This is an optimization exercise on Yosys and OpenROAD, whose aim is small area, a short achievable clock period and few clock cycles, not a production implementation.
No run shown here included a check of the RTL's function; only the layout flow was run.
No activity file was given, so power comes from the tool's default toggle rates.

[run.sh]
#!/bin/bash
# synth_recipe.tcl (not shown) runs the flow's synth.tcl, then flattens the netlist and writes it again
# the make line also repeats each setting of config.mk as NAME=value (left out here)
make -C /OpenROAD-flow-scripts/flow DESIGN_CONFIG=/design/flow/config.mk WORK_HOME=/design/flow/orfs CLKGATE_MAP_FILE= SYNTH_SCRIPT=/design/flow/synth_recipe.tcl finish
[config.mk]
export PLATFORM = sky130hd
export DESIGN_NAME = nb_tx_top
export DESIGN_NICKNAME = nb_tx_top
export VERILOG_FILES = /design/flow/design.v
export SDC_FILE = /design/flow/constraint.sdc
export NUM_CORES = 4
export LEC_CHECK = 0
export ABC_AREA = 1
export CAP_MARGIN = 20
export CORE_MARGIN = 2
export CORE_UTILIZATION = 30
export PLACE_DENSITY = 0.5
export SETUP_SLACK_MARGIN = 4.5
export SLEW_MARGIN = 20
[constraint.sdc]
create_clock -name core_clock -period 7.0 [get_ports {i_clk_crc}]
set_input_delay 1.4000 -clock core_clock [delete_from_list [all_inputs] [get_ports {i_clk_crc}]]
set_output_delay 1.4000 -clock core_clock [all_outputs]
set_load 0.01 [all_outputs]
[design.v]
module nb_tx_top #(parameter TBS = 16 , parameter G = 132, parameter Qm = 2, parameter rv_indx = 0)
    (
        output logic                  e_k,
        output logic                  RM_Valid,
        input logic                   i_data_crc,
        input logic                   i_clk_crc,
                                      i_rst_crc
    );
    logic [7:0]  t, t2;
    logic [15:0] d;
    logic [16:0] m, mq;
    logic [8:0]  hq;
    logic        din, e_en, enq;
    assign din = i_data_crc;
    assign t2 = t + 8'd2;
    always_ff @(posedge i_clk_crc, negedge i_rst_crc)
        if (!i_rst_crc) t <= 8'd0;
        else if (t != 8'd143) t <= t + 8'd1;
    always_ff @(posedge i_clk_crc)
        d <= {d[14:0], (t < 8'd16) ? din : d[15]};
    always_ff @(posedge i_clk_crc, negedge i_rst_crc)
        if (!i_rst_crc) RM_Valid <= 1'b0;
        else RM_Valid <= (t >= 8'd9) && (t < 8'd141);
    always_ff @(posedge i_clk_crc)
        for (int h = 0; h < 9; h++)
            hq[h] <= (t != 8'd143) && (t2[7:4] == h);
    always_ff @(posedge i_clk_crc)
        mq <= m;
    always_ff @(posedge i_clk_crc, negedge i_rst_crc)
        if (!i_rst_crc) enq <= 1'b0;
        else enq <= e_en;
    always_ff @(posedge i_clk_crc, negedge i_rst_crc)
        if (!i_rst_crc) e_k <= 1'b0;
        else if (enq) e_k <= ^({din, d} & mq);
    assign e_en = (hq[0] & ((t[3:0] == 4'd11) | (t[3:0] == 4'd13) | (t[3:0] == 4'd14)))
        | (hq[1] & ((t[3:0] == 4'd1) | (t[3:0] == 4'd2) | (t[3:0] == 4'd3) | (t[3:0] == 4'd5) | (t[3:0] == 4'd6) | (t[3:0] == 4'd7) | (t[3:0] == 4'd9) | (t[3:0] == 4'd11) | (t[3:0] == 4'd13) | (t[3:0] == 4'd14) | (t[3:0] == 4'd15)))
        | (hq[2] & ((t[3:0] == 4'd1) | (t[3:0] == 4'd2) | (t[3:0] == 4'd3) | (t[3:0] == 4'd5) | (t[3:0] == 4'd6) | (t[3:0] == 4'd7) | (t[3:0] == 4'd9) | (t[3:0] == 4'd11) | (t[3:0] == 4'd13) | (t[3:0] == 4'd14) | (t[3:0] == 4'd15)))
        | (hq[3] & ((t[3:0] == 4'd1) | (t[3:0] == 4'd2) | (t[3:0] == 4'd3) | (t[3:0] == 4'd5) | (t[3:0] == 4'd6) | (t[3:0] == 4'd7) | (t[3:0] == 4'd9) | (t[3:0] == 4'd11) | (t[3:0] == 4'd13) | (t[3:0] == 4'd14) | (t[3:0] == 4'd15)))
        | (hq[4] & ((t[3:0] == 4'd1) | (t[3:0] == 4'd2) | (t[3:0] == 4'd3) | (t[3:0] == 4'd5) | (t[3:0] == 4'd6) | (t[3:0] == 4'd7) | (t[3:0] == 4'd12) | (t[3:0] == 4'd13) | (t[3:0] == 4'd15)))
        | (hq[5] & ((t[3:0] == 4'd0) | (t[3:0] == 4'd1) | (t[3:0] == 4'd4) | (t[3:0] == 4'd5) | (t[3:0] == 4'd6) | (t[3:0] == 4'd7) | (t[3:0] == 4'd8) | (t[3:0] == 4'd9) | (t[3:0] == 4'd12) | (t[3:0] == 4'd13) | (t[3:0] == 4'd14)))
        | (hq[6] & ((t[3:0] == 4'd0) | (t[3:0] == 4'd1) | (t[3:0] == 4'd4) | (t[3:0] == 4'd5) | (t[3:0] == 4'd6) | (t[3:0] == 4'd7) | (t[3:0] == 4'd8) | (t[3:0] == 4'd9) | (t[3:0] == 4'd12) | (t[3:0] == 4'd13) | (t[3:0] == 4'd15)))
        | (hq[7] & ((t[3:0] == 4'd0) | (t[3:0] == 4'd1) | (t[3:0] == 4'd4) | (t[3:0] == 4'd5) | (t[3:0] == 4'd6) | (t[3:0] == 4'd7) | (t[3:0] == 4'd8) | (t[3:0] == 4'd9) | (t[3:0] == 4'd12) | (t[3:0] == 4'd13) | (t[3:0] == 4'd14)))
        | (hq[8] & ((t[3:0] == 4'd0) | (t[3:0] == 4'd1) | (t[3:0] == 4'd4) | (t[3:0] == 4'd5) | (t[3:0] == 4'd6) | (t[3:0] == 4'd7) | (t[3:0] == 4'd8) | (t[3:0] == 4'd9) | (t[3:0] == 4'd12) | (t[3:0] == 4'd13) | (t[3:0] == 4'd15)));
    assign m[0] = (hq[0] & ((t[3:0] == 4'd11) | (t[3:0] == 4'd13)))
        | (hq[1] & ((t[3:0] == 4'd1) | (t[3:0] == 4'd7)))
        | (hq[2] & ((t[3:0] == 4'd6) | (t[3:0] == 4'd7) | (t[3:0] == 4'd9)))
        | (hq[3] & ((t[3:0] == 4'd6) | (t[3:0] == 4'd9) | (t[3:0] == 4'd13)))
        | (hq[4] & ((t[3:0] == 4'd2) | (t[3:0] == 4'd6)))
        | (hq[5] & ((t[3:0] == 4'd6) | (t[3:0] == 4'd7) | (t[3:0] == 4'd12) | (t[3:0] == 4'd14)))
        | (hq[6] & ((t[3:0] == 4'd4) | (t[3:0] == 4'd6) | (t[3:0] == 4'd7) | (t[3:0] == 4'd8) | (t[3:0] == 4'd12) | (t[3:0] == 4'd15)))
        | (hq[7] & ((t[3:0] == 4'd0) | (t[3:0] == 4'd4) | (t[3:0] == 4'd5) | (t[3:0] == 4'd6) | (t[3:0] == 4'd7) | (t[3:0] == 4'd8) | (t[3:0] == 4'd12) | (t[3:0] == 4'd13)))
        | (hq[8] & ((t[3:0] == 4'd0) | (t[3:0] == 4'd4) | (t[3:0] == 4'd5) | (t[3:0] == 4'd8)));
    assign m[1] = (hq[1] & ((t[3:0] == 4'd2) | (t[3:0] == 4'd6) | (t[3:0] == 4'd9) | (t[3:0] == 4'd14)))
        | (hq[2] & ((t[3:0] == 4'd7) | (t[3:0] == 4'd11) | (t[3:0] == 4'd13) | (t[3:0] == 4'd14)))
        | (hq[3] & ((t[3:0] == 4'd1) | (t[3:0] == 4'd2) | (t[3:0] == 4'd7) | (t[3:0] == 4'd13) | (t[3:0] == 4'd14)))
        | (hq[4] & ((t[3:0] == 4'd2)))
        | (hq[5] & ((t[3:0] == 4'd1) | (t[3:0] == 4'd4) | (t[3:0] == 4'd5) | (t[3:0] == 4'd6) | (t[3:0] == 4'd8) | (t[3:0] == 4'd13) | (t[3:0] == 4'd14)))
        | (hq[6] & ((t[3:0] == 4'd0) | (t[3:0] == 4'd1) | (t[3:0] == 4'd8) | (t[3:0] == 4'd9) | (t[3:0] == 4'd15)))
        | (hq[7] & ((t[3:0] == 4'd0) | (t[3:0] == 4'd1) | (t[3:0] == 4'd4) | (t[3:0] == 4'd5) | (t[3:0] == 4'd9) | (t[3:0] == 4'd12) | (t[3:0] == 4'd14)))
        | (hq[8] & ((t[3:0] == 4'd0) | (t[3:0] == 4'd4) | (t[3:0] == 4'd5) | (t[3:0] == 4'd6) | (t[3:0] == 4'd7) | (t[3:0] == 4'd8) | (t[3:0] == 4'd9) | (t[3:0] == 4'd12) | (t[3:0] == 4'd13)));
    assign m[2] = (hq[0] & ((t[3:0] == 4'd14)))
        | (hq[1] & ((t[3:0] == 4'd6) | (t[3:0] == 4'd7) | (t[3:0] == 4'd11) | (t[3:0] == 4'd13)))
        | (hq[2] & ((t[3:0] == 4'd1) | (t[3:0] == 4'd2) | (t[3:0] == 4'd14)))
        | (hq[3] & ((t[3:0] == 4'd1) | (t[3:0] == 4'd2) | (t[3:0] == 4'd6) | (t[3:0] == 4'd9) | (t[3:0] == 4'd13)))
        | (hq[4] & ((t[3:0] == 4'd7) | (t[3:0] == 4'd12) | (t[3:0] == 4'd13)))
        | (hq[5] & ((t[3:0] == 4'd0) | (t[3:0] == 4'd6) | (t[3:0] == 4'd7) | (t[3:0] == 4'd8) | (t[3:0] == 4'd12) | (t[3:0] == 4'd14)))
        | (hq[6] & ((t[3:0] == 4'd0) | (t[3:0] == 4'd4) | (t[3:0] == 4'd8) | (t[3:0] == 4'd12) | (t[3:0] == 4'd13)))
        | (hq[7] & ((t[3:0] == 4'd0) | (t[3:0] == 4'd5) | (t[3:0] == 4'd7) | (t[3:0] == 4'd9) | (t[3:0] == 4'd14)))
        | (hq[8] & ((t[3:0] == 4'd1) | (t[3:0] == 4'd4) | (t[3:0] == 4'd8) | (t[3:0] == 4'd12) | (t[3:0] == 4'd13) | (t[3:0] == 4'd15)));
    assign m[3] = (hq[1] & ((t[3:0] == 4'd2) | (t[3:0] == 4'd6) | (t[3:0] == 4'd7)))
        | (hq[2] & ((t[3:0] == 4'd6)))
        | (hq[3] & ((t[3:0] == 4'd1) | (t[3:0] == 4'd2) | (t[3:0] == 4'd6) | (t[3:0] == 4'd7) | (t[3:0] == 4'd11) | (t[3:0] == 4'd14)))
        | (hq[4] & ((t[3:0] == 4'd1) | (t[3:0] == 4'd2) | (t[3:0] == 4'd7) | (t[3:0] == 4'd12)))
        | (hq[5] & ((t[3:0] == 4'd1) | (t[3:0] == 4'd5) | (t[3:0] == 4'd7) | (t[3:0] == 4'd8) | (t[3:0] == 4'd12) | (t[3:0] == 4'd14)))
        | (hq[6] & ((t[3:0] == 4'd1) | (t[3:0] == 4'd12) | (t[3:0] == 4'd15)))
        | (hq[7] & ((t[3:0] == 4'd0) | (t[3:0] == 4'd5) | (t[3:0] == 4'd6) | (t[3:0] == 4'd7) | (t[3:0] == 4'd8) | (t[3:0] == 4'd12) | (t[3:0] == 4'd13) | (t[3:0] == 4'd14)))
        | (hq[8] & ((t[3:0] == 4'd0) | (t[3:0] == 4'd4) | (t[3:0] == 4'd5) | (t[3:0] == 4'd8) | (t[3:0] == 4'd12) | (t[3:0] == 4'd13) | (t[3:0] == 4'd15)));
    assign m[4] = (hq[0] & ((t[3:0] == 4'd13)))
        | (hq[1] & ((t[3:0] == 4'd1) | (t[3:0] == 4'd2) | (t[3:0] == 4'd9) | (t[3:0] == 4'd14)))
        | (hq[2] & ((t[3:0] == 4'd2) | (t[3:0] == 4'd6) | (t[3:0] == 4'd9) | (t[3:0] == 4'd14)))
        | (hq[3] & ((t[3:0] == 4'd1) | (t[3:0] == 4'd6) | (t[3:0] == 4'd14)))
        | (hq[4] & ((t[3:0] == 4'd2) | (t[3:0] == 4'd6) | (t[3:0] == 4'd12) | (t[3:0] == 4'd13)))
        | (hq[5] & ((t[3:0] == 4'd0) | (t[3:0] == 4'd1) | (t[3:0] == 4'd4) | (t[3:0] == 4'd5) | (t[3:0] == 4'd7) | (t[3:0] == 4'd9) | (t[3:0] == 4'd12) | (t[3:0] == 4'd14)))
        | (hq[6] & ((t[3:0] == 4'd4) | (t[3:0] == 4'd9) | (t[3:0] == 4'd12) | (t[3:0] == 4'd13) | (t[3:0] == 4'd15)))
        | (hq[7] & ((t[3:0] == 4'd5) | (t[3:0] == 4'd6) | (t[3:0] == 4'd9) | (t[3:0] == 4'd12) | (t[3:0] == 4'd13) | (t[3:0] == 4'd14)))
        | (hq[8] & ((t[3:0] == 4'd0) | (t[3:0] == 4'd1) | (t[3:0] == 4'd5) | (t[3:0] == 4'd8) | (t[3:0] == 4'd12) | (t[3:0] == 4'd15)));
    assign m[5] = (hq[0] & ((t[3:0] == 4'd13) | (t[3:0] == 4'd14)))
        | (hq[1] & ((t[3:0] == 4'd1) | (t[3:0] == 4'd2) | (t[3:0] == 4'd6) | (t[3:0] == 4'd7) | (t[3:0] == 4'd9) | (t[3:0] == 4'd14)))
        | (hq[2] & ((t[3:0] == 4'd7) | (t[3:0] == 4'd9) | (t[3:0] == 4'd13)))
        | (hq[3] & ((t[3:0] == 4'd9) | (t[3:0] == 4'd14)))
        | (hq[4] & ((t[3:0] == 4'd12)))
        | (hq[5] & ((t[3:0] == 4'd5) | (t[3:0] == 4'd7) | (t[3:0] == 4'd8) | (t[3:0] == 4'd12)))
        | (hq[6] & ((t[3:0] == 4'd4) | (t[3:0] == 4'd5) | (t[3:0] == 4'd6) | (t[3:0] == 4'd7) | (t[3:0] == 4'd8) | (t[3:0] == 4'd12) | (t[3:0] == 4'd13) | (t[3:0] == 4'd15)))
        | (hq[7] & ((t[3:0] == 4'd0) | (t[3:0] == 4'd1) | (t[3:0] == 4'd4) | (t[3:0] == 4'd5) | (t[3:0] == 4'd6) | (t[3:0] == 4'd8) | (t[3:0] == 4'd9) | (t[3:0] == 4'd12) | (t[3:0] == 4'd14)))
        | (hq[8] & ((t[3:0] == 4'd1) | (t[3:0] == 4'd4) | (t[3:0] == 4'd5) | (t[3:0] == 4'd6) | (t[3:0] == 4'd7) | (t[3:0] == 4'd8) | (t[3:0] == 4'd12) | (t[3:0] == 4'd15)));
    assign m[6] = (hq[1] & ((t[3:0] == 4'd1) | (t[3:0] == 4'd2) | (t[3:0] == 4'd5) | (t[3:0] == 4'd7) | (t[3:0] == 4'd9) | (t[3:0] == 4'd13)))
        | (hq[2] & ((t[3:0] == 4'd1) | (t[3:0] == 4'd13) | (t[3:0] == 4'd14)))
        | (hq[3] & ((t[3:0] == 4'd6) | (t[3:0] == 4'd9) | (t[3:0] == 4'd14)))
        | (hq[4] & ((t[3:0] == 4'd2) | (t[3:0] == 4'd12)))
        | (hq[5] & ((t[3:0] == 4'd0) | (t[3:0] == 4'd4) | (t[3:0] == 4'd6) | (t[3:0] == 4'd12) | (t[3:0] == 4'd13)))
        | (hq[6] & ((t[3:0] == 4'd0) | (t[3:0] == 4'd5) | (t[3:0] == 4'd7) | (t[3:0] == 4'd8) | (t[3:0] == 4'd9) | (t[3:0] == 4'd12) | (t[3:0] == 4'd15)))
        | (hq[7] & ((t[3:0] == 4'd1) | (t[3:0] == 4'd4) | (t[3:0] == 4'd5) | (t[3:0] == 4'd6) | (t[3:0] == 4'd7) | (t[3:0] == 4'd12) | (t[3:0] == 4'd14)))
        | (hq[8] & ((t[3:0] == 4'd1) | (t[3:0] == 4'd5) | (t[3:0] == 4'd6) | (t[3:0] == 4'd9) | (t[3:0] == 4'd12) | (t[3:0] == 4'd13) | (t[3:0] == 4'd15)));
    assign m[7] = (hq[1] & ((t[3:0] == 4'd2) | (t[3:0] == 4'd13) | (t[3:0] == 4'd14)))
        | (hq[2] & ((t[3:0] == 4'd1) | (t[3:0] == 4'd6)))
        | (hq[3] & ((t[3:0] == 4'd5) | (t[3:0] == 4'd7) | (t[3:0] == 4'd9) | (t[3:0] == 4'd13)))
        | (hq[4] & ((t[3:0] == 4'd1) | (t[3:0] == 4'd2) | (t[3:0] == 4'd6) | (t[3:0] == 4'd7) | (t[3:0] == 4'd13)))
        | (hq[5] & ((t[3:0] == 4'd4) | (t[3:0] == 4'd5) | (t[3:0] == 4'd6) | (t[3:0] == 4'd8) | (t[3:0] == 4'd13)))
        | (hq[6] & ((t[3:0] == 4'd0) | (t[3:0] == 4'd1) | (t[3:0] == 4'd4) | (t[3:0] == 4'd7) | (t[3:0] == 4'd8) | (t[3:0] == 4'd12)))
        | (hq[7] & ((t[3:0] == 4'd4) | (t[3:0] == 4'd6) | (t[3:0] == 4'd7) | (t[3:0] == 4'd8) | (t[3:0] == 4'd12)))
        | (hq[8] & ((t[3:0] == 4'd0) | (t[3:0] == 4'd1) | (t[3:0] == 4'd4) | (t[3:0] == 4'd5) | (t[3:0] == 4'd6) | (t[3:0] == 4'd7) | (t[3:0] == 4'd9) | (t[3:0] == 4'd13)));
    assign m[8] = (hq[0] & ((t[3:0] == 4'd13) | (t[3:0] == 4'd14)))
        | (hq[1] & ((t[3:0] == 4'd1) | (t[3:0] == 4'd2) | (t[3:0] == 4'd6) | (t[3:0] == 4'd7) | (t[3:0] == 4'd9)))
        | (hq[2] & ((t[3:0] == 4'd5) | (t[3:0] == 4'd6)))
        | (hq[3] & ((t[3:0] == 4'd7) | (t[3:0] == 4'd14)))
        | (hq[4] & ((t[3:0] == 4'd1) | (t[3:0] == 4'd2) | (t[3:0] == 4'd7) | (t[3:0] == 4'd12)))
        | (hq[5] & ((t[3:0] == 4'd0) | (t[3:0] == 4'd1) | (t[3:0] == 4'd5) | (t[3:0] == 4'd7) | (t[3:0] == 4'd8) | (t[3:0] == 4'd9)))
        | (hq[6] & ((t[3:0] == 4'd1) | (t[3:0] == 4'd4) | (t[3:0] == 4'd5) | (t[3:0] == 4'd6) | (t[3:0] == 4'd7) | (t[3:0] == 4'd8) | (t[3:0] == 4'd13)))
        | (hq[7] & ((t[3:0] == 4'd0) | (t[3:0] == 4'd1) | (t[3:0] == 4'd7) | (t[3:0] == 4'd8) | (t[3:0] == 4'd13)))
        | (hq[8] & ((t[3:0] == 4'd0) | (t[3:0] == 4'd1) | (t[3:0] == 4'd5) | (t[3:0] == 4'd7) | (t[3:0] == 4'd8) | (t[3:0] == 4'd15)));
    assign m[9] = (hq[0] & ((t[3:0] == 4'd13) | (t[3:0] == 4'd14)))
        | (hq[1] & ((t[3:0] == 4'd1) | (t[3:0] == 4'd7) | (t[3:0] == 4'd14)))
        | (hq[2] & ((t[3:0] == 4'd6) | (t[3:0] == 4'd7) | (t[3:0] == 4'd9) | (t[3:0] == 4'd13)))
        | (hq[3] & ((t[3:0] == 4'd1) | (t[3:0] == 4'd2) | (t[3:0] == 4'd6) | (t[3:0] == 4'd7) | (t[3:0] == 4'd9) | (t[3:0] == 4'd14)))
        | (hq[4] & ((t[3:0] == 4'd5) | (t[3:0] == 4'd12)))
        | (hq[5] & ((t[3:0] == 4'd4) | (t[3:0] == 4'd5) | (t[3:0] == 4'd7) | (t[3:0] == 4'd12) | (t[3:0] == 4'd13) | (t[3:0] == 4'd14)))
        | (hq[6] & ((t[3:0] == 4'd4) | (t[3:0] == 4'd5) | (t[3:0] == 4'd13)))
        | (hq[7] & ((t[3:0] == 4'd1) | (t[3:0] == 4'd5) | (t[3:0] == 4'd6) | (t[3:0] == 4'd9) | (t[3:0] == 4'd13)))
        | (hq[8] & ((t[3:0] == 4'd0) | (t[3:0] == 4'd4) | (t[3:0] == 4'd5) | (t[3:0] == 4'd7) | (t[3:0] == 4'd12) | (t[3:0] == 4'd13) | (t[3:0] == 4'd15)));
    assign m[10] = (hq[0] & ((t[3:0] == 4'd13) | (t[3:0] == 4'd14)))
        | (hq[1] & ((t[3:0] == 4'd6) | (t[3:0] == 4'd9) | (t[3:0] == 4'd13)))
        | (hq[2] & ((t[3:0] == 4'd1) | (t[3:0] == 4'd2) | (t[3:0] == 4'd7) | (t[3:0] == 4'd13) | (t[3:0] == 4'd14)))
        | (hq[3] & ((t[3:0] == 4'd1) | (t[3:0] == 4'd7) | (t[3:0] == 4'd14)))
        | (hq[4] & ((t[3:0] == 4'd13)))
        | (hq[5] & ((t[3:0] == 4'd7)))
        | (hq[6] & ((t[3:0] == 4'd0) | (t[3:0] == 4'd1) | (t[3:0] == 4'd6) | (t[3:0] == 4'd8) | (t[3:0] == 4'd12) | (t[3:0] == 4'd13)))
        | (hq[7] & ((t[3:0] == 4'd0) | (t[3:0] == 4'd4) | (t[3:0] == 4'd5) | (t[3:0] == 4'd7) | (t[3:0] == 4'd8) | (t[3:0] == 4'd9)))
        | (hq[8] & ((t[3:0] == 4'd1) | (t[3:0] == 4'd4) | (t[3:0] == 4'd6) | (t[3:0] == 4'd9) | (t[3:0] == 4'd12)));
    assign m[11] = (hq[1] & ((t[3:0] == 4'd1) | (t[3:0] == 4'd9) | (t[3:0] == 4'd13) | (t[3:0] == 4'd14)))
        | (hq[2] & ((t[3:0] == 4'd1) | (t[3:0] == 4'd6) | (t[3:0] == 4'd7) | (t[3:0] == 4'd13) | (t[3:0] == 4'd14)))
        | (hq[3] & ((t[3:0] == 4'd6) | (t[3:0] == 4'd9) | (t[3:0] == 4'd13)))
        | (hq[4] & ((t[3:0] == 4'd1) | (t[3:0] == 4'd2) | (t[3:0] == 4'd6) | (t[3:0] == 4'd7) | (t[3:0] == 4'd12)))
        | (hq[5] & ((t[3:0] == 4'd0) | (t[3:0] == 4'd1) | (t[3:0] == 4'd5) | (t[3:0] == 4'd6) | (t[3:0] == 4'd8) | (t[3:0] == 4'd12) | (t[3:0] == 4'd13)))
        | (hq[6] & ((t[3:0] == 4'd0) | (t[3:0] == 4'd4) | (t[3:0] == 4'd5) | (t[3:0] == 4'd7) | (t[3:0] == 4'd9) | (t[3:0] == 4'd12) | (t[3:0] == 4'd15)))
        | (hq[7] & ((t[3:0] == 4'd0) | (t[3:0] == 4'd1) | (t[3:0] == 4'd4) | (t[3:0] == 4'd8) | (t[3:0] == 4'd9) | (t[3:0] == 4'd12) | (t[3:0] == 4'd13) | (t[3:0] == 4'd14)))
        | (hq[8] & ((t[3:0] == 4'd0) | (t[3:0] == 4'd7) | (t[3:0] == 4'd9) | (t[3:0] == 4'd12)));
    assign m[12] = (hq[0] & ((t[3:0] == 4'd14)))
        | (hq[1] & ((t[3:0] == 4'd3) | (t[3:0] == 4'd6) | (t[3:0] == 4'd9) | (t[3:0] == 4'd13) | (t[3:0] == 4'd14) | (t[3:0] == 4'd15)))
        | (hq[2] & ((t[3:0] == 4'd1) | (t[3:0] == 4'd7) | (t[3:0] == 4'd9)))
        | (hq[3] & ((t[3:0] == 4'd7) | (t[3:0] == 4'd9) | (t[3:0] == 4'd14)))
        | (hq[4] & ((t[3:0] == 4'd1) | (t[3:0] == 4'd7) | (t[3:0] == 4'd12) | (t[3:0] == 4'd13)))
        | (hq[5] & ((t[3:0] == 4'd6) | (t[3:0] == 4'd13)))
        | (hq[6] & ((t[3:0] == 4'd0) | (t[3:0] == 4'd4) | (t[3:0] == 4'd6) | (t[3:0] == 4'd8) | (t[3:0] == 4'd9) | (t[3:0] == 4'd12)))
        | (hq[7] & ((t[3:0] == 4'd7) | (t[3:0] == 4'd8) | (t[3:0] == 4'd12) | (t[3:0] == 4'd13)))
        | (hq[8] & ((t[3:0] == 4'd6) | (t[3:0] == 4'd7) | (t[3:0] == 4'd8) | (t[3:0] == 4'd9) | (t[3:0] == 4'd12) | (t[3:0] == 4'd15)));
    assign m[13] = (hq[1] & ((t[3:0] == 4'd2) | (t[3:0] == 4'd6) | (t[3:0] == 4'd7) | (t[3:0] == 4'd14)))
        | (hq[2] & ((t[3:0] == 4'd7)))
        | (hq[3] & ((t[3:0] == 4'd2) | (t[3:0] == 4'd3) | (t[3:0] == 4'd6) | (t[3:0] == 4'd9) | (t[3:0] == 4'd13) | (t[3:0] == 4'd15)))
        | (hq[4] & ((t[3:0] == 4'd1) | (t[3:0] == 4'd2) | (t[3:0] == 4'd12) | (t[3:0] == 4'd13)))
        | (hq[5] & ((t[3:0] == 4'd1) | (t[3:0] == 4'd4) | (t[3:0] == 4'd5) | (t[3:0] == 4'd7) | (t[3:0] == 4'd8) | (t[3:0] == 4'd9) | (t[3:0] == 4'd12) | (t[3:0] == 4'd13) | (t[3:0] == 4'd14)))
        | (hq[6] & ((t[3:0] == 4'd0) | (t[3:0] == 4'd1) | (t[3:0] == 4'd4) | (t[3:0] == 4'd5) | (t[3:0] == 4'd6) | (t[3:0] == 4'd7) | (t[3:0] == 4'd8) | (t[3:0] == 4'd9) | (t[3:0] == 4'd13)))
        | (hq[7] & ((t[3:0] == 4'd0) | (t[3:0] == 4'd1) | (t[3:0] == 4'd5) | (t[3:0] == 4'd9) | (t[3:0] == 4'd13)))
        | (hq[8] & ((t[3:0] == 4'd0) | (t[3:0] == 4'd1) | (t[3:0] == 4'd4) | (t[3:0] == 4'd5) | (t[3:0] == 4'd6) | (t[3:0] == 4'd7) | (t[3:0] == 4'd8) | (t[3:0] == 4'd9) | (t[3:0] == 4'd12) | (t[3:0] == 4'd13) | (t[3:0] == 4'd15)));
    assign m[14] = (hq[0] & ((t[3:0] == 4'd14)))
        | (hq[1] & ((t[3:0] == 4'd1) | (t[3:0] == 4'd6) | (t[3:0] == 4'd7) | (t[3:0] == 4'd9)))
        | (hq[2] & ((t[3:0] == 4'd2) | (t[3:0] == 4'd3) | (t[3:0] == 4'd6) | (t[3:0] == 4'd7) | (t[3:0] == 4'd15)))
        | (hq[3] & ((t[3:0] == 4'd2) | (t[3:0] == 4'd6) | (t[3:0] == 4'd7) | (t[3:0] == 4'd13) | (t[3:0] == 4'd14)))
        | (hq[4] & ((t[3:0] == 4'd7)))
        | (hq[5] & ((t[3:0] == 4'd0) | (t[3:0] == 4'd4) | (t[3:0] == 4'd6) | (t[3:0] == 4'd8) | (t[3:0] == 4'd9)))
        | (hq[6] & ((t[3:0] == 4'd5) | (t[3:0] == 4'd12) | (t[3:0] == 4'd13) | (t[3:0] == 4'd15)))
        | (hq[7] & ((t[3:0] == 4'd6) | (t[3:0] == 4'd7) | (t[3:0] == 4'd8) | (t[3:0] == 4'd12)))
        | (hq[8] & ((t[3:0] == 4'd0) | (t[3:0] == 4'd1) | (t[3:0] == 4'd4) | (t[3:0] == 4'd6) | (t[3:0] == 4'd9) | (t[3:0] == 4'd13)));
    assign m[15] = (hq[1] & ((t[3:0] == 4'd1) | (t[3:0] == 4'd6) | (t[3:0] == 4'd9) | (t[3:0] == 4'd14)))
        | (hq[2] & ((t[3:0] == 4'd2) | (t[3:0] == 4'd6) | (t[3:0] == 4'd14)))
        | (hq[3] & ((t[3:0] == 4'd1) | (t[3:0] == 4'd6) | (t[3:0] == 4'd9) | (t[3:0] == 4'd13) | (t[3:0] == 4'd14)))
        | (hq[4] & ((t[3:0] == 4'd2) | (t[3:0] == 4'd3) | (t[3:0] == 4'd6) | (t[3:0] == 4'd12) | (t[3:0] == 4'd13) | (t[3:0] == 4'd15)))
        | (hq[5] & ((t[3:0] == 4'd0) | (t[3:0] == 4'd4) | (t[3:0] == 4'd6) | (t[3:0] == 4'd14)))
        | (hq[6] & ((t[3:0] == 4'd1) | (t[3:0] == 4'd4) | (t[3:0] == 4'd5) | (t[3:0] == 4'd7) | (t[3:0] == 4'd9) | (t[3:0] == 4'd15)))
        | (hq[7] & ((t[3:0] == 4'd0) | (t[3:0] == 4'd7) | (t[3:0] == 4'd13)))
        | (hq[8] & ((t[3:0] == 4'd1) | (t[3:0] == 4'd6) | (t[3:0] == 4'd9) | (t[3:0] == 4'd12) | (t[3:0] == 4'd15)));
    assign m[16] = (hq[0] & ((t[3:0] == 4'd14)));
endmodule
==> summary.md, run 1 <==
| Metric | Value |
|---|---|
| Clock slew at reported path FFs | `0.07 ns` |
| DP Area | `4010 sq um` |
| Hold path cells | `0` |
| Worst skew pair latency | `0.30 ns` |
| Slowest cell on crit path | `dfrtp_1` |
| Post-route DRC violation count | `0` |
| Crit path required time | `between 7 and 8 ns` |
| First-pass GRT wire length | `22100 um` |
| Highest clock rate | `416 MHz` |
| # clock sinks | `53` |
| CP top delay family | `simple AND/OR/NAND/NOR gates` |
| Design area | `4190 sq um` |
| Syn Area/Cell | `6.17 sq um` |
| Overall Global Routing Usage | `21.7%` |
| Vias | `4289` |
| Critical path, cell by cell | `inv_1, ha_1, nand2_1, inv_1, o21ai_0, inv_1, nor3_1, nand3_1` |
| Sequential share of the synthesized area | `29.3%` |
| Area leader, netlist | `dfxtp_1` |
| Netlist cell types | `about 40` |
| CTS tree | `built` |
| Main flop type after synthesis | `dfxtp_1` |
| TritonCTS Buffers | `5` |
| Multi-input logic area | `around 2300 sq um` |
| Max Cap Violations | `0` |
| Post-synth top area share | `approximately 22%` |
| DP Wirelength | `11200 um` |
| CP endpoint kind | `flop` |
| Crit-path max FO | `8` |
| Leading post-synthesis cells by cell area | `dfxtp_1, nand2_1, o21ai_0` |
| Ys Warns | `1` |
| Worst-margin pin slew | `0.675 ns` |
| Mapped Area | `roughly 3800 sq um` |
| Row Count | `between 40 and 50` |
| Initial cell density of the core | `30.4%` |
| Final core utilization | `33.4%` |
| Reg2Reg Depth | `8` |
| Drt total wl | `roughly 15000 um` |
| Startpoint types | `flop` |
| Postcts setup bufs | `0` |
| Post-synthesis cell count | `approximately 620` |
| Total iterations of the first detailed-routing run | `5` |
| Largest net degree at the start of global routing | `18` |
| Largest stage delay, worst path | `around 0.48 ns` |
| I/O Buffers | `4` |
| Min-Delay Path Class | `flop to flop` |
| Layout Area Growth over Synthesis | `9.85%` |
| Placed Cells incl. Taps | `782` |
| Fill cell count | `1431` |
| Syn_nets | `~630` |
| Routability cong. | `approximately 1` |
| EDFF count, synth | `0` |
| Hold path start | `d[3]$_DFF_P_` |
| Antenna viol nets, final | `0` |
| Crit path from | `t[1]$_DFFE_PN0P_` |
| VDD IR max | `between 0.07 and 0.08 mV` |
| Crit Path Class | `flop to flop` |
| Slew HR | `54.9%` |
| Drt initial violations | `641` |
| DR vias/cell | `5.43` |
| Async set or reset register ratio after synthesis | `20.8%` |
| Initial antenna violation count | `0` |
| Critical path depth | `8` |
| Crit path top cell by count | `inv_1` |
| CTS HTree Levels | `2` |
| FF/Latch Area | `1120 sq um` |
| I/O pin count | `5` |
| PD cells | `138 nW/um^2` |
| Final setup violating endpoints | `0` |
| FF+latch count, synth | `53` |
| RSZ-0062 raised after global routing | `yes` |
| Setup total negative slack | `0 ns` |
| Period utilization | `between 30% and 40%` |
| Layout Nets | `625` |
| Root Driver | `clkbuf_16` |
| Gr ovfl total | `0` |
| Antenna cells | `0` |
| WL/cell | `18.4 um` |
| Final Non-Filler Cells | `790` |
| Final Hold Viols | `0` |
| Full die area | `between 10000 and 15000 sq um` |
| Origin of the critical flop-to-flop path | `t[1]$_DFFE_PN0P_` |
| Die span in y | `approximately 120 um` |
| Share of cells above drive strength 1 | `9.55%` |
| CP bufs+invs | `3` |
| Slew Limit Fails | `0` |
| Clk_skew | `0.00992 ns` |
| Fin crit period | `2.40 ns` |
| CORE AREA | `roughly 13000 sq um` |
| Arr. time, crit path | `2.54 ns` |
| Leakage | `2.23 nW` |
| Die Wd | `117 um` |
| Vias in the first global route | `a little under 4000` |
| Max Root-Sink Buffers | `2` |
| Power, Total | `0.579 mW` |
| Outcome | `no timing/DRC/antenna violations` |
-- kinds of logic after synthesis --
| kind of cell | share of synthesized area (%) |
|---|---|
| AO/OA/AOI/OAI | 17.0 |
| XOR/XNOR | 1.84 |
| adder cells (fa/ha/maj) | 1.64 |
| buffers and inverters | 9.69 |
| flip-flops | 29.3 |
| multiplexers | 0.296 |
| AND/OR/NAND/NOR | 40.3 |
-- layer usage --
layer  track usage [%]  up-vias  wire length, um
li1                  -     2015                -
met1              27.7     1903             5890
met2              34.5      289             6410
met3              4.51       82             1350
met4              11.3        0              899
met5                 0        -                0
-- final cells by class --
type                       count  area share, %
tap                          172           5.14
multi-input combinational    472           55.8
timing repair buffer           4          0.957
clock inverter                 2          0.329
inverter                      81           7.50
sequential                    53           26.7
clock buffer                   6           3.59
-- synthesized netlist by cell type (all sizes together), types with 4 or more instances --
cell type / instances
nand2: 212
inv: 80
o21ai: 66
nor2: 64
dfxtp: 42
nand3: 30
a21oi: 28
nor3: 18
nand4: 13
dfrtp: 11
a31oi: 10
clkbuf: 7
ha: 5
o22ai: 5
xor2: 5
buf: 4
o31ai: 4
-- cell usage in the layout (no fill, tap or decap), types with 3 or more instances in the layout --
cell type,n
nand2_4,5
clkbuf_16,6
ha_1,4
nand2_2,12
dfrtp_1,10
inv_2,11
o21ai_1,6
o21ai_0,57
o21ai_2,3
o22ai_1,5
nand4_1,12
xnor2_1,3
nor2_4,7
nand2_1,195
a21oi_1,28
nor2_1,52
inv_1,66
nand3_1,30
dfxtp_1,42
a31oi_1,10
nor3_1,17
xor2_1,5
o31ai_1,4
nor2_2,4
-- flip-flops by register name, indices dropped and copies added, names as in the netlist --
register	cells
RM_Valid	1
d	16
e_k	1
enq	1
hq	9
mq	17
t	8
-- path summary, 6_finish.rpt --
check | to | slack (ns)
max reg2reg | mq[15]$_DFF_P_ | 4.60
min | d[4]$_DFF_P_ | 0.35
min reg2reg | d[4]$_DFF_P_ | 0.35
min in group asynchronous | t[6]$_DFFE_PN0P_ | 1.47
max in group asynchronous | t[0]$_DFFE_PN0P_ | 5.11
max | mq[15]$_DFF_P_ | 4.60
-- power by group --
part	switching, mW	total [mW]	internal [mW]
Clock	0.110	0.265	0.155
Combinational	0.00211	0.00363	0.00151
Sequential	0.00250	0.310	0.308
-- metrics by stage --
stage / setup WS (ns) / hold slack [ns]
6_report: 4.60 / 0.351
5_1_grt: 4.48 / 0.360
4_1_cts: 4.52 / 0.353
3_5_place_dp: 4.27 / 0.337
3_3_place_gp: 4.29 / 0.333
2_1_floorplan: 4.89 / 0.331
-- what timing repair did --
item	4_1_cts	5_1_grt
endpoints found under the setup margin	2	15
hold buffers	0	0
resized for setup	2	8
==> inputs of run 2 (changes only) <==
--- a/config.mk
+++ b/config.mk
@@ -11,4 +11,4 @@
 export CORE_UTILIZATION = 30
 export PLACE_DENSITY = 0.5
-export SETUP_SLACK_MARGIN = 4.5
+export SETUP_SLACK_MARGIN = 5
 export SLEW_MARGIN = 20
==> summary.md, run 2 <==
| Metric | Value |
|---|---|
| Outcome | `no timing/DRC/antenna violations` |
| Vias in the first global route | `a little over 4000` |
| Period utilization | `31.9%` |
| Final setup violating endpoints | `0` |
| Row Count | `41` |
| Met1 Wirelength | `6270 um` |
| Commonest non-fill, non-tap cell in the layout | `nand2_1` |
| CP endpoint kind | `output port` |
| CORE AREA | `12500 sq um` |
| Crit path from | `e_k$_DFFE_PN0P_` |
| Area leader, netlist | `dfxtp_1` |
| Post-route setup slack | `4.77 ns` |
| Slew Limit Fails | `0` |
| Crit Path Class | `flop to output port` |
| Clock slew at reported path FFs | `0.07 ns` |
| First-pass GRT wire length | `23700 um` |
| Antenna cells | `0` |
| Worst setup path end | `e_k` |
| CTS HTree Levels | `2` |
| Slowest cell on crit path | `dfrtp_1` |
| Largest stage delay, worst path | `0.40 ns` |
| Highest clock rate | `448 MHz` |
| Drt initial violations | `a little over 500` |
| Critical path depth | `1` |
| EDFF count, synth | `0` |
| # clock sinks | `53` |
| I/O pin count | `5` |
| Overall Global Routing Usage | `23.4%` |
| Main flop type after synthesis | `dfxtp_1` |
| Largest register FFs | `17` |
| Die span in y | `117 um` |
| Ys Warns | `1` |
| Critical path, cell by cell | `buf_2` |
| DR vias/cell | `5.43` |
| Clk_skew | `0.0113 ns` |
| FF+latch count, synth | `53` |
| Fin crit period | `roughly 2.2 ns` |
| Startpoint types | `flop` |
| Root Driver | `clkbuf_16` |
| Drt total wl | `15800 um` |
| WL/cell | `19.1 um` |
| Sequential share of the synthesized area | `29.3%` |
| Full die area | `between 10000 and 15000 sq um` |
| I/O Buffers | `4` |
| Post-route DRC violation count | `0` |
| Final core utilization | `38.2%` |
| Met3 wire length | `between 1000 and 1500 um` |
| Biggest register | `mq` |
| Final Hold Viols | `0` |
| Crit path required time | `5.60 ns` |
| Slew HR | `48.8%` |
| Worst-margin pin slew | `0.767 ns` |
| Most frequent cells in the layout | `nand2_1, inv_1, o21ai_0` |
| Routed met2 length | `about 7200 um` |
| CP bufs+invs | `1` |
| Routability cong. | `1.02` |
| Largest net degree at the start of global routing | `16` |
| Antenna viol nets, final | `0` |
| Syn_nets | `625` |
| CTS tree | `built` |
| Crit-path max FO | `2` |
| Reg-to-Reg End | `mq[1]$_DFF_P_` |
| Largest regs | `mq (17), d (16), hq (9)` |
| Reg2reg setup slack | `5.00 ns` |
| Layout Area Growth over Synthesis | `25.6%` |
| Post-synth top area share | `22.1%` |
| Leakage | `around 2.4 nW` |
| Syn Area/Cell | `6.17 sq um` |
| Top sig layer | `met4` |
| Cell with the most instances after synthesis | `nand2_1` |
| RSZ-0062 raised after global routing | `yes` |
| Pre-CTS WS | `~4.3 ns` |
| Worst skew pair latency | `0.29 ns` |
| Post-synthesis cell count | `617` |
| Max Cap Violations | `0` |
| Max Root-Sink Buffers | `2` |
| Total iterations of the first detailed-routing run | `5` |
| Mapped Area | `3810 sq um` |
| DP Wirelength | `between 10000 and 15000 um` |
| Origin of the critical flop-to-flop path | `t[0]$_DFFE_PN0P_` |
| TritonCTS Buffers | `5` |
| Vias | `4485` |
| Hold-fix buffers at CTS | `0` |
| Min-Delay Path Class | `flop to flop` |
| CP top delay family | `flip-flops` |
| Netlist cell types | `41` |
| Initial antenna violation count | `0` |
| Layout Nets | `661` |
| Async set or reset register ratio after synthesis | `20.8%` |
| WHS | `0.344 ns` |
| Setup total negative slack | `0 ns` |
| Initial cell density of the core | `30.4%` |
| PD cells | `115 nW/um^2` |
| Leading post-synthesis cells by cell area | `dfxtp_1, nand2_1, o21ai_0` |
| Arr. time, crit path | `around 0.83 ns` |
| Die Wd | `117 um` |
| Commonest cells post-synth | `nand2_1, inv_1, o21ai_0` |
| Share of cells above drive strength 1 | `23.1%` |
| Gr ovfl total | `0` |
| Reg2Reg Depth | `10` |
| VDD IR max | `0.0856 mV` |
## run 2: cell counts after synthesis
Identical to the previous run, type by type.
## run 2: where the power goes
group / switching (mW) / internal, mW
logic: 0.00225 / 0.00157
registers: 0.00260 / 0.308
clock network: 0.103 / 0.132
total: 0.108 / 0.442
## run 2: logic make-up (layout without fill, tap and decap cells)
| logic type | Yosys count | after routing | share of synthesized area, % |
|---|---|---|---|
| XOR/XNOR | 8 | 8 | 1.84 |
| buffers and inverters | 92 | 129 | 9.69 |
| multiplexers | 1 | 1 | 0.296 |
| AO/OA/AOI/OAI | 118 | 118 | 17.0 |
| AND/OR/NAND/NOR | 340 | 340 | 40.3 |
| flip-flops | 53 | 53 | 29.3 |
| adder cells (fa/ha/maj) | 5 | 5 | 1.64 |
## run 2: repair_timing
action / in CTS / in global routing
pin swaps: 2 / 30
buffers inserted: 6 / 29
cloned: 0 / 1
endpoints found under the setup margin: 24 / 19
resized for setup: 50 / 81
## run 2: metrics by stage
stage                     total power [mW]  cells  cell area (sq um)
after floorplan                      0.317    617               3830
after global placement               0.321    782               4030
after detailed placement             0.321    782               4030
after CTS                            0.558    796               4300
after global routing                 0.572    826               4790
final                                0.549    826               4790
## run 2: per-layer routing
layer  track usage (%)  vias up
li1                  -     2082
met5                 0        -
met3              4.62       74
met2              37.9      247
met1              29.9     2082
met4              11.2        0
## run 2: worst min path at each step
| stage | from | cells past startpoint | slack (ns) | to |
|---|---|---|---|---|
| 3_5_place_dp | d[8]$_DFF_P_ | 0 | 0.34 | d[9]$_DFF_P_ |
| 6_report | d[2]$_DFF_P_ | 0 | 0.34 | d[3]$_DFF_P_ |
| 3_3_place_gp | d[8]$_DFF_P_ | 0 | 0.33 | d[9]$_DFF_P_ |
| 5_1_grt | d[2]$_DFF_P_ | 0 | 0.35 | d[3]$_DFF_P_ |
| 4_1_cts | d[2]$_DFF_P_ | 0 | 0.34 | d[3]$_DFF_P_ |
| 2_1_floorplan | d[9]$_DFF_P_ | 0 | 0.33 | d[10]$_DFF_P_ |
## run 2: area by class of cell
cell class / instances / area [sq um]
Clock buffer: 7 / 133
Timing Repair Buffer: 39 / 305
Sequential cell: 53 / 1120
Fill cell: 1403 / 7730
Multi-Input combinational cell: 472 / 2650
Clock inverter: 1 / 5.00
Tap cell: 172 / 215
Inverter: 81 / 352
Timing Repair inverter: 1 / 5.00

==> what the ideal ports hide <==
The flow's constraints put no driver on any port. The routed layouts listed below were extracted and timed again, unchanged, in two steps.
Step 1 (the two cells are an assumption about what drives the block):
set clk [get_ports {i_clk_crc}]
set_driving_cell -lib_cell sky130_fd_sc_hd__clkbuf_16 $clk
set_driving_cell -lib_cell sky130_fd_sc_hd__buf_2 [delete_from_list [all_inputs] $clk]
Step 2, shift: input delay + t, output delay - t, t = (earliest + latest rising clock arrival at the registers) / 2. This alone moves slack from input paths to output paths.
Three values: no drivers, after step 1, after step 2; two values: the first two.
run | t, ns | slack for setup (ns) | clock arrival spread, ns | slew at the worst register clock pin (ns)
run 1 | 0.332 | 4.599 / 4.599 / 4.599 | 0.010 / 0.010 | 0.07 / 0.07
run 2 | 0.325 | 4.769 / 4.730 / 4.766 | 0.011 / 0.011 | 0.07 / 0.07
After both steps setup and hold are still met in every run listed. For run 2, which loses most, drivers alone change the setup slack by -0.039 ns; drivers and shift together by -0.003 ns.
